Context: an optimization exercise on an open-source flow, tuned for small area. The choices shown serve that exercise and are no tape-out recipe.
Only simulation tests tie the RTL to the original design; equivalence was not proved.
No activity file was given, so power comes from the tool's default toggle rates.

==> flow/config.mk <==
export PLATFORM = sky130hd
export DESIGN_NAME = edgeDetection2
export DESIGN_NICKNAME = edgeDetection2
export VERILOG_FILES = /design/flow/design.v
export SDC_FILE = /design/flow/constraint.sdc
export NUM_CORES = 4
export LEC_CHECK = 0
export CAP_MARGIN = 20
export CORE_MARGIN = 2
export CORE_UTILIZATION = 40
export SLEW_MARGIN = 20
==> flow/constraint.sdc <==
create_clock -name core_clock -period 12.0 [get_ports {clk}]
set_input_delay 2.4000 -clock core_clock [delete_from_list [all_inputs] [get_ports {clk}]]
set_output_delay 2.4000 -clock core_clock [all_outputs]
set_load 0.01 [all_outputs]
==> flow/design.v <==
`timescale 1ns / 10ps
module flex_counter
#(
	parameter NUM_CNT_BITS = 4
)
(
	input wire clk,
	input wire n_rst,
	input wire clear,
	input wire count_enable,
	input wire colsFlag,
	input wire [NUM_CNT_BITS-1:0] rollover_val,
	output reg [NUM_CNT_BITS-1:0] count_out,
	output reg rollover_flag
);
reg [NUM_CNT_BITS-1:0] count_out_storage;
reg rollover_flag_storage;
always_comb
begin
	count_out_storage = count_out;
	rollover_flag_storage = rollover_flag;
	if(clear == 1)
	begin
		count_out_storage = 0;
		rollover_flag_storage = 0;
	end
	else
	begin	
		if(count_enable == 1)
		begin
			count_out_storage = count_out + 1;
			rollover_flag_storage = 0;
			if((rollover_val < count_out_storage)) 
			begin
				count_out_storage = 1;
			end
			if(rollover_val == count_out_storage)
			begin
				rollover_flag_storage = 1;
			end
		end
	end
end
always_ff@(posedge clk, negedge n_rst)
begin
	if(n_rst == 0)
	begin
		count_out <= '0;  
		rollover_flag <= 1'b0;
	end
	else
	begin
		count_out <= count_out_storage;
		rollover_flag <= rollover_flag_storage;
	end
end
endmodule
`timescale 1ns / 10ps
module flex_counter2
#(
	parameter NUM_CNT_BITS = 4
)
(
	input wire clk,
	input wire n_rst,
	input wire clear,
	input wire count_enable,
	input wire [NUM_CNT_BITS-1:0] rollover_val,
	output reg [NUM_CNT_BITS-1:0] count_out,
	output reg rollover_flag
);
reg [NUM_CNT_BITS-1:0] count_out_storage;
reg rollover_flag_storage;
always_comb
begin
	count_out_storage = count_out;
	rollover_flag_storage = rollover_flag;
	if(clear == 1)
	begin
		count_out_storage = 0;
		rollover_flag_storage = 0;
	end
	else
	begin	
		if(count_enable == 1)
		begin
			count_out_storage = count_out + 1;
			rollover_flag_storage = 0;
			if(rollover_val < count_out_storage)
			begin
				count_out_storage = 0;
			end
			if(rollover_val == count_out_storage)
			begin
				rollover_flag_storage = 1;
			end
		end
	end
end
always_ff@(posedge clk, negedge n_rst)
begin
	if(n_rst == 0)
	begin
		count_out <= '0;  
		rollover_flag <= 1'b0;
	end
	else
	begin
		count_out <= count_out_storage;
		rollover_flag <= rollover_flag_storage;
	end
end
endmodule
module controller2
(
	input wire clk,
	input wire n_rst,
	input wire [31:0] startSignal,
	input wire [31:0] readDone,
	input wire [31:0] rwError,
	input wire [3:0] countVal,
	input wire [3:0] countOut,
 	input wire [31:0] signalToAssertWriteEnable,
	input wire [31:0] writeDone,
	output wire executeRead,
	output wire [31:0] readEnable,
	output wire [31:0] outputError,
	output wire grayReady,
	output wire grayReady2,
	output wire writeEnable,
	output wire [31:0] realOutputEnable
);
parameter [2:0] idle=3'b000, generateAddress=3'b001, waitForData=3'b010, storeGray=3'b011, error=3'b100, writing=3'b101;
reg [2:0] state, nxtState;
reg start,assertWrite,assertWriteTemp;
always_comb
begin
    nxtState=state;
	assertWrite=0;
	start=0;
    case(state)
	idle: begin
		if(startSignal[0]==1)
		begin
			nxtState=generateAddress;
		end
		else
		begin
			nxtState=idle;
		end
	end 
	generateAddress: begin
		nxtState=waitForData;
	end
	waitForData: begin
		if(readDone[0]==1 && rwError[0]==0)
		begin
			start=1;
			nxtState=storeGray;
		end
		else if (rwError[0]==1)
		begin
			nxtState=error;
		end
		else
		begin
			nxtState=waitForData;
		end
	end
	storeGray: begin
		if(countVal==9 && countOut==9)
		begin
			assertWrite=1'b1;
			nxtState=writing;
		end
		else if (countVal==3 && countOut==3)
		begin
			assertWrite=1'b1;
			nxtState=writing;
		end
 else
		begin
			nxtState=generateAddress;  
		end
	end
	writing: begin
		if(writeDone[0]==1)
		begin
			nxtState=generateAddress;
		end
		else
		begin
			nxtState=writing;
		end
	end
	error: begin
		nxtState=error;
	end
    endcase   
end
always @(posedge clk, negedge n_rst)
begin
    if(n_rst == 0)
    begin
        state<=idle;
	assertWriteTemp=0;
    end
    else
    begin
        state<=nxtState;
	assertWriteTemp=assertWrite;
    end
end
assign executeRead=(state==generateAddress);
assign readEnable=(state==waitForData);
assign outputError=(state==error);
assign grayReady= start ? 1 : 0;
assign grayReady2=(state==storeGray);
assign writeEnable= assertWriteTemp ? 1 : 0;
assign realOutputEnable= (state==writing);
endmodule 
module readController
(	
 	input logic clk,	
	input logic n_rst, 
	input logic [1:0] rowCount,
	input logic [9:0] colCount,
	input logic [8:0] offsetCount,
	input logic startSobel,
	input logic executeRead,  
	output logic [31:0] readAddress,	 
	output logic [3:0] numPixToLoad	 
);
logic [3:0] temp_numPixToLoad,temp2_numPixToLoad;
logic [31:0] temp_readAddress;
logic [3:0] set_numPixToLoad;
logic [31:0] set_readAddress;
always_comb
begin
	temp_readAddress = set_readAddress;
	temp_numPixToLoad = 4'b1001;
	if(colCount > 2'd2) 
	begin 
	  temp_numPixToLoad = 4'b0011; 
	end
	if(executeRead == 1'b1)
	begin
		temp_readAddress = ((rowCount + offsetCount)*640 + colCount) * 32;
	end 
end
always_ff@(posedge clk, negedge n_rst)
begin
	if(n_rst == 0)
	begin
		set_readAddress <= 32'b0;
		temp2_numPixToLoad <= 4'b1001;  	
	end
	else
	begin
		set_readAddress <= temp_readAddress;
		temp2_numPixToLoad <= temp_numPixToLoad;
	end
end
always_ff@(posedge clk, negedge n_rst)
begin
	if(n_rst == 0)
	begin
		set_numPixToLoad <= 4'b1001;  	
	end
	else
	begin
		set_numPixToLoad <= temp2_numPixToLoad;
	end
end
assign readAddress = set_readAddress;
assign numPixToLoad = set_numPixToLoad;
endmodule
module readCounters
(
	input logic clk,
	input logic n_rst,
	input logic executeRead, 
	output logic [1:0] rowCount,
	output logic [9:0] colCount,
	output logic [8:0] offsetCount,
	output logic cols_rollover_flag
);
logic rows_rollover_flag;
logic cols_rollover_flag_Temp,cols_rollover_flag_Temp2,cols_rollover_flag_Temp3;
logic offset_rollover_flag;
flex_counter2 #(2) ROWS(.clk(clk), .n_rst(n_rst), .count_enable(executeRead), .clear(rows_rollover_flag), .rollover_val(2'd3), .count_out(rowCount), .rollover_flag(rows_rollover_flag));  
flex_counter2 #(10) COLS(.clk(clk), .n_rst(n_rst), .count_enable(rows_rollover_flag), .clear(cols_rollover_flag_Temp), .rollover_val(10'd640), .count_out(colCount), .rollover_flag(cols_rollover_flag_Temp));  
flex_counter2 #(9) OFFSET(.clk(clk), .n_rst(n_rst), .count_enable(cols_rollover_flag_Temp), .clear(offset_rollover_flag), .rollover_val(9'd478), .count_out(offsetCount), .rollover_flag(offset_rollover_flag));  
always_ff@(posedge clk, negedge n_rst)
begin
	if(n_rst == 0)
	begin
		cols_rollover_flag_Temp2<=0;
	end
	else
	begin
		cols_rollover_flag_Temp2<=cols_rollover_flag_Temp;		
	end
end
always_ff@(posedge clk, negedge n_rst)
begin
	if(n_rst == 0)
	begin
		cols_rollover_flag_Temp3<=0;
	end
	else
	begin
		cols_rollover_flag_Temp3<=cols_rollover_flag_Temp2;		
	end
end
assign cols_rollover_flag=cols_rollover_flag_Temp3;
endmodule
module rgbToGray2
(
	input clk,
	input n_rst,
	input logic [31:0] inputData,
	output logic [7:0] grayPixel
);
logic [15:0] r;
logic [15:0] g;
logic [15:0] b;
logic [15:0] total;
reg [7:0] grayTemp;
always_comb
begin
	r = 54*inputData[23:16];
	g = 184*inputData[15:8];
	b = 18*inputData[7:0];
end
assign total = r + g + b;
always_ff@(posedge clk, negedge n_rst)
begin
	if(n_rst == 0)
	begin
		grayTemp<='0;
	end
	else
	begin
		grayTemp <= total[15:8]; 
	end
end
assign grayPixel=grayTemp;
endmodule 
module concat2(
input logic clk,
input logic n_rst,
input logic [7:0] pixel,
input logic [3:0] numPixToLoad,
input logic [3:0] count,
input logic grayReady,
input logic grayReady2,
output logic [71:0] matrix,
output logic [7:0] s1,s2,s3,s4,s5,s6,s7,s8,s9
);
reg [7:0] t1,t2,t3,t4,t5,t6,t7,t8,t9,m1,m2,m3,m4,m5,m6,m7,m8,m9;
always_comb
begin
	t1=m1;
	t2=m2;
	t3=m3;
	t4=m4;
	t5=m5;
	t6=m6;
	t7=m7;
	t8=m8;
	t9=m9;
	if(numPixToLoad==4'd9)
	begin
		t1=m1;
		t2=m2;
		t3=m3;
		t4=m4;
		t5=m5;
		t6=m6;
		t7=m7;
		t8=m8;
		t9=m9;
		if(count==4'd1) 
		begin
			t1=pixel;
		end
		else if(count==4'd2) 
		begin
			t4=pixel;		
		end
		else if(count==4'd3) 
		begin
			t7=pixel;
		end
		else if(count==4'd4) 
		begin
			t2=pixel;
		end
		else if(count==4'd5) 
		begin
			t5=pixel;
		end
		else if(count==4'd6) 
		begin
			t8=pixel;
		end
		else if(count==4'd7) 
		begin
			t3=pixel;
		end
		else if(count==4'd8) 
		begin
			t6=pixel;
		end
		else  
		begin
				t9=pixel;
		end
	end
	if(numPixToLoad==4'd3)
	begin
		t1=m1;
		t2=m2;
		t3=m3;
		t4=m4;
		t5=m5;
		t6=m6;
		t7=m7;
		t8=m8;
		t9=m9;
		if(count==4'd1 && grayReady2==1)
		begin
			t1=m2;
			t2=m3;
			t4=m5;
			t5=m6;
			t7=m8;
			t8=m9;
			t3=pixel;
		end
		if(count==4'd2 && grayReady2==1)
		begin
			t6=pixel;
		end
		if(count==4'd3 && grayReady2==1)
		begin
			t9=pixel;
		end
	end
end
always_ff@(posedge clk, negedge n_rst)
begin
	if(n_rst == 0)
	begin
		m1<='0;
		m2<='0;
		m3<='0;
		m4<='0;
		m5<='0;
		m6<='0;
		m7<='0;
		m8<='0;
		m9<='0;    
	end
	else
	begin
		m1<=t1;
		m2<=t2;
		m3<=t3;
		m4<=t4;
		m5<=t5;
		m6<=t6;
		m7<=t7;
		m8<=t8;
		m9<=t9;
	end
end
assign s1=m1;
assign s2=m2;
assign s3=m3;
assign s4=m4;
assign s5=m5;
assign s6=m6;
assign s7=m7;
assign s8=m8;
assign s9=m9;
assign matrix={m1,m2,m3,m4,m5,m6,m7,m8,m9};
endmodule 
module sobel( 
input wire clk,
input wire n_rst,
input wire [71:0] data,
output wire [7:0] out
);
reg [7:0] p1,p2,p3,p4,p5,p6,p7,p8,p9,outTemp;
assign p1=data[71:64];
assign p2=data[63:56];
assign p3=data[55:48];
assign p4=data[47:40];
assign p5=data[39:32];  
assign p6=data[31:24];
assign p7=data[23:16];
assign p8=data[15:8];
assign p9=data[7:0];
wire signed [10:0] gX,gY;   
wire signed [10:0] absGX,absGY;	
wire [10:0] sum;			
assign gX=((p3-p1)+((p6-p4)*2)+(p9-p7));   
assign gY=((p1-p7)+((p2-p8)*2)+(p3-p9));
assign absGX = (gX[10]? ~gX+1 : gX);	  
assign absGY = (gY[10]? ~gY+1 : gY);	
assign sum = (absGX+absGY);		 
assign outTemp = (sum[10]|sum[9]|sum[8])?8'd255 : sum[7:0];   
assign out=outTemp; 
endmodule
module captureOutput2(
	input wire clk,
	input wire n_rst,
	input wire holdIt,
	input wire [7:0] sobelValue,
	output wire [31:0] out,
	output wire useIt,
	output wire [31:0] read,
	output wire [31:0] write
);
reg [7:0] temp,temp2,temp3;
reg useItTemp,useItTemp2;
reg [31:0] readTemp,writeTemp;
reg rstTemp;
always_comb
begin
	if (holdIt==1)
	begin
		temp=sobelValue;
		useItTemp=1;
	end
	else
	begin
		temp='0;
		useItTemp=0;
	end
end
always_ff@(posedge clk, negedge n_rst)
begin
	if(n_rst == 0)
	begin
		temp2 <= '0;
		useItTemp2<=0;
	end
	else
	begin
		temp2 <= temp;
		useItTemp2<=useItTemp;
	end
end
always_ff@(posedge clk)
begin
	temp3<=out;
end
assign out= {24'd0, holdIt ? temp : temp3};
assign useIt=holdIt;
assign read=!useIt;
assign write=useIt;
endmodule 
module edgeDetection2(
	input logic clk,
    	input logic n_rst,
    	input logic startSignal,   
    	input logic [23:0] inputData,      
    	input logic rwError,        
    	input logic readDone,      
    	input logic writeDone,      
    	output logic [31:0] readAddress,      
    	output logic [7:0] outputData,      
    	output logic readEnable,   
    	output logic writeEnable,  
    	output logic outputError   
);
reg [1:0] rowCount;
reg [9:0] colCount;
reg [8:0] offsetCount;
reg [3:0] numPixToLoad;
reg executeRead;
reg grayReady,grayReady2;
reg [3:0] countOut;
reg startSobel;
reg [71:0] matrix;
reg [7:0] s1,s2,s3,s4,s5,s6,s7,s8,s9;
reg [7:0] grayPixel;
reg cols_rollover_flag;
reg assertWrite;
reg [7:0] sobelData;
reg [31:0] readTempSignal;
reg [31:0] writeEnableTempSignal;
logic [31:0] startSignal32, inputData32, rwError32, readDone32, writeDone32;
logic [31:0] outputData32, readEnable32, writeEnable32, outputError32;
assign startSignal32 = {31'd0, startSignal};
assign inputData32 = {8'd0, inputData};
assign rwError32 = {31'd0, rwError};
assign readDone32 = {31'd0, readDone};
assign writeDone32 = {31'd0, writeDone};
assign outputData = outputData32[7:0];
assign readEnable = readEnable32[0];
assign writeEnable = writeEnable32[0];
assign outputError = outputError32[0];
controller2 controller(
.clk(clk),
.n_rst(n_rst),
.startSignal(startSignal32),
.readDone(readDone32),
.rwError(rwError32),
.countVal(numPixToLoad),
.countOut(countOut),
.executeRead(executeRead),
.readEnable(readEnable32),
.outputError(outputError32),
.grayReady(grayReady),
.grayReady2(grayReady2),
.writeEnable(assertWrite),
.signalToAssertWriteEnable(writeEnableTempSignal),
.writeDone(writeDone32),
.realOutputEnable(writeEnable32)
);
readController readController(
.clk(clk),	
.n_rst(n_rst), 
.rowCount(rowCount),
.colCount(colCount),
.offsetCount(offsetCount),
.executeRead(executeRead),
.startSobel(startSobel),
.readAddress(readAddress),	
.numPixToLoad(numPixToLoad)	
);
readCounters readCounter(
.clk(clk),
.n_rst(n_rst),
.executeRead(executeRead), 
.rowCount(rowCount),
.colCount(colCount),
.offsetCount(offsetCount),
.cols_rollover_flag(cols_rollover_flag)
);
rgbToGray2 rgbToGray(
.clk(clk),
.n_rst(n_rst),
.inputData(inputData32),
.grayPixel(grayPixel)
);
flex_counter flexCounterStore(
.clk(clk),
.n_rst(n_rst),
.clear(cols_rollover_flag | rwError), 
.count_enable(grayReady),
.rollover_val(numPixToLoad),
.colsFlag(cols_rollover_flag),
.count_out(countOut),
.rollover_flag(startSobel)
);
concat2 concat(
.clk(clk),
.n_rst(n_rst),
.pixel(grayPixel),
.grayReady(grayReady),
.grayReady2(grayReady2),
.numPixToLoad(numPixToLoad),
.count(countOut),
.matrix(matrix),
.s1(s1),
.s2(s2),
.s3(s3),
.s4(s4),
.s5(s5),
.s6(s6),
.s7(s7),
.s8(s8),
.s9(s9)
);
sobel sobel(
.clk(clk),
.n_rst(n_rst),
.data(matrix),
.out(sobelData)
);
captureOutput2 captureOutput(
.clk(clk),
.n_rst(n_rst),
.holdIt(assertWrite),
.sobelValue(sobelData),
.out(outputData32),
.write(writeEnableTempSignal),
.read(readTempSignal)
);
endmodule 
==> flow/run.sh <==
#!/bin/bash
# synth_recipe.tcl (not shown) runs the flow's synth.tcl, then flattens the netlist and writes it again
# the make line also repeats each setting of config.mk as NAME=value (left out here)
make -C /OpenROAD-flow-scripts/flow DESIGN_CONFIG=/design/flow/config.mk WORK_HOME=/design/flow/orfs CLKGATE_MAP_FILE= SYNTH_SCRIPT=/design/flow/synth_recipe.tcl finish
==> impl_metrics.tcl <==
set metrics [dict create \
    synthTopCellsByArea "dfrtp_1 24%, ha_1 17%, fa_1 8.4%, inv_1 6.6%, a21oi_1 6.4%" \
    grt_overflow_total 0 \
    setup_viol 0 \
    synth_top_area_share_pct 24.1 \
    path_clk_slew_ns 0.07 \
    ys_seq_area_share_pct 25.6 \
    core_um2 35300 \
    hold_violations 0 \
    ys_async_sr_fraction_pct 94.6 \
    wl_met3_um 883 \
    area_growth_pct 12.1 \
    p_comb_share_pct 73.9 \
    cp_max_fo 10 \
    slew_headroom_pct 32.9 \
    fmax_ghz 0.0989 \
    power_density_nw_per_um2 279 \
    initial_core_util_pct 40.3 \
    crit_path_frequent_cell "a21oi_1" \
    cts_hold_buf 0 \
    post_drt_wl_per_cell_um 14.5 \
    path_class "register to output port" \
    met1_length_um 16000 \
    antenna_found_initial 0 \
    slowest_stage "o311ai_2" \
    placed_area_um2 15300 \
    cp-start-kind "register" \
    drc 0 \
    grt_pass1_wl_um 54000 \
    die_h_um 193 \
    clock_sinks 147 \
    worstPathRequired_ns 9.60 \
    hp-class "register to register" \
    reg2reg_depth 29 \
    rows 69 \
    clockPowerShare_pct 13.1 \
    ir_worst_vdd_mv 0.783 \
    dp_hpwl_um 25200 \
    fin_crit_ns 10.11 \
    hp-start "readController.temp2_numPixToLoad[1]$_DFF_PN0_" \
    holdPathStages 0 \
    synth_edf_count 0 \
    cts_root_buffer "clkbuf_16" \
    num_vias 11300 \
    end_kind "output port" \
    holdWs_ns 0.354 \
    fin_skew_ns 0.0181 \
    ys_ff_latch 147 \
    clk_latency_ns 0.44 \
    cts_setup_buffers 0 \
    postCtsResizedCells 0 \
    rrSetupSlack_ns 5.19 \
    top_layer "met4" \
    synth_flop_cell "dfrtp_1" \
    fillers 3483 \
    worstPathArrival_ns 7.71 \
    slew_viol_final 0 \
    grt_pass1_vias 11000 \
    yosys.area.top_type "dfrtp_1" \
    diodes 0 \
    die_x_um 193 \
    yosysMostFrequentCell "inv_1" \
    min_to "readController.set_numPixToLoad[1]$_DFF_PN0_" \
    pwr-share-seq_pct 13.0 \
    p_leak_nw 7.78 \
    route.met2.wl_um 14800 \
    intPower_w 0.00234 \
    grt_start_max_net_pins 86 \
    yosys_warnings 20 \
    via_per_inst 5.11 \
    nNetsFinal 2013 \
    grt_usage_pct 17.9 \
    pin_count 73 \
    rsz0062_at_grt "false" \
    final_cell_area_um2 15900 \
    synth_common_cells "249 x inv_1, 191 x ha_1, 183 x a21oi_1" \
    dr.pass1.iters 5 \
    r2r-end "captureOutput.temp3[0]$_DFF_P_" \
    wirelength_um 32000 \
    netlist_instances 1682 \
    drive_above_1_share_pct 4.76 \
    worstMarginPinSlew_ns 1.00 \
    syn-cell-area_um2 14200 \
    finalCritPeriodShare_pct 84.3 \
    synth.avg_cell_area_um2 8.46 \
    drtIter0Drc 531 \
    swShare_pct 47.4 \
    setup_tns_ns 0 \
    crit_path_max_incr_delay_ns 0.63 \
    rr_startpoint "concat.m7[1]$_DFFE_PN0P_" \
    dieArea_um2 37100 \
    cts_tree "yes" \
    cts_max_level 4 \
    ant_nets 0 \
    maxCapViolations 0 \
    gp_congestion 0.841 \
    cts_buffers 17 \
    numPortBuffers 61 \
    power.switching_w 0.00211 \
    clk_path_buf_depth 2 \
    run_status "complete, no violations" \
    yosysUniqueCellTypes 84 \
]
## power groups by stage
stage / sequential (W) / clock (W) / combinational (W)
floorplan: 0.000571 / 0 / 0.00268
global placement: 0.000585 / 0 / 0.00326
detailed placement: 0.000586 / 0 / 0.00328
CTS: 0.000576 / 0.000598 / 0.00332
global route: 0.000581 / 0.000622 / 0.00374
finish: 0.000577 / 0.000584 / 0.00329
## layout make-up
| cell class | count | area, um^2 | area share (%) |
|---|---|---|---|
| inverter | 249 | 935 | 5.86 |
| clock inverter | 15 | 210 | 1.32 |
| multi-input combinational | 1247 | 9480 | 59.4 |
| tap | 461 | 577 | 3.62 |
| timing repair buffer | 70 | 679 | 4.26 |
| clock buffer | 17 | 425 | 2.67 |
| sequential | 147 | 3640 | 22.8 |
## sequential cells by signal (all words and copies together) (netlist names), 2 cells and up
| name | count |
|---|---|
| controller.state | 3 |
| readController.temp2_numPixToLoad | 2 |
| readController.set_readAddress | 21 |
| concat.m1 | 8 |
| readCounter.ROWS.count_out | 2 |
| concat.m4 | 8 |
| concat.m5 | 8 |
| concat.m3 | 8 |
| concat.m6 | 8 |
| concat.m9 | 8 |
| readController.set_numPixToLoad | 2 |
| flexCounterStore.count_out | 4 |
| concat.m8 | 8 |
| readCounter.COLS.count_out | 10 |
| readCounter.OFFSET.count_out | 9 |
| concat.m2 | 8 |
| captureOutput.temp3 | 8 |
| concat.m7 | 8 |
| rgbToGray.grayTemp | 8 |
## per-stage QoR
step           power (W)  setup slack (ns)  utilization, %  std cells
5_1_grt          0.00494              1.21            45.2       2206
4_1_cts          0.00449              1.90            45.1       2205
6_report         0.00445              1.89            45.2       2206
3_3_place_gp     0.00384              2.53            43.3       2173
3_5_place_dp     0.00387              2.39            43.3       2173
2_1_floorplan    0.00325              3.46               -       1692
## how the worst max path moves through the flow
| stage | cells after the start | slack [ns] | start | endpoint |
|---|---|---|---|---|
| floorplan | 28 | 3.46 | concat.m1[1]$_DFFE_PN0P_ | outputData[6] |
| detailed placement | 30 | 2.39 | concat.m7[1]$_DFFE_PN0P_ | outputData[7] |
| global placement | 29 | 2.53 | concat.m1[1]$_DFFE_PN0P_ | outputData[5] |
| CTS | 30 | 1.90 | concat.m7[1]$_DFFE_PN0P_ | outputData[7] |
| global route | 30 | 1.21 | concat.m7[1]$_DFFE_PN0P_ | outputData[7] |
| finish | 30 | 1.89 | concat.m7[1]$_DFFE_PN0P_ | outputData[0] |
## critical path, delay by kind of cell, from the launching register on
family                     cells  cell delay, ns
xor gates and xnor gates       2            0.56
AOI/OAI and AO/OA             15            3.11
and+or+nand+nor                4            0.69
adders and majority gates      4            1.25
buffers and inverters          4            0.82
muxes                          1            0.43
DFF                            1            0.42
## cell families (layout without fill, tap and decap cells)
family | after synthesis | after routing | synth area share (%)
buf+inv | 298 | 351 | 8.17
mux | 16 | 16 | 1.25
fa+ha+maj | 251 | 251 | 25.2
compound gates | 409 | 409 | 17.1
simple gates | 447 | 447 | 15.5
other cells | 1 | 11 | 0.0264
xor+xnor | 113 | 113 | 7.11
flops | 147 | 147 | 25.6
## layer usage
layer / track usage (%) / vias up
li1: - / 5765
met1: 24.6 / 5321
met2: 30.2 / 161
met3: 2.31 / 32
met4: 3.88 / 0
met5: 0 / -
## cells in the final DEF, fill, tap and decap left out, drive strengths merged, types with 9 or more instances in the layout
master	n
xnor2	63
nand3	41
inv	257
fa	60
o21bai	10
nand4	9
a21oi	184
o21ai	96
nor3	29
clkdlybuf4s50	60
or3	13
buf	10
and3	14
o21a	17
clkbuf	17
nor2b	37
nor2	133
xor2	49
conb	11
a211oi	11
a21o	27
nand2b	34
ha	191
mux2	14
dfrtp	137
or2	10
nand2	95

-- static timing again, ports no longer ideal --
No port has a modelled driver above. Below, the same layout with a new extraction and two added sets of constraints. Step 1 assumes that a clkbuf_16 drives the clock port and a buf_2 every other input. Step 2 adds t to the input delays and takes it off the output delays; t is the mean of the earliest and latest rising clock arrival at the registers after step 1. Input paths then give back, and output paths get back, about the clock's delay inside the block. a / b / c = no drivers / after step 1 / after step 2; a / b = the first two.
shift t [ns]: 0.485
slack for setup (ns): 1.887 / 1.833 / 2.318
pins driven straight from the clock port: 1
After both steps this run still meets setup and hold. For this run, drivers alone change the setup slack by -0.054 ns; drivers and shift together by +0.431 ns.
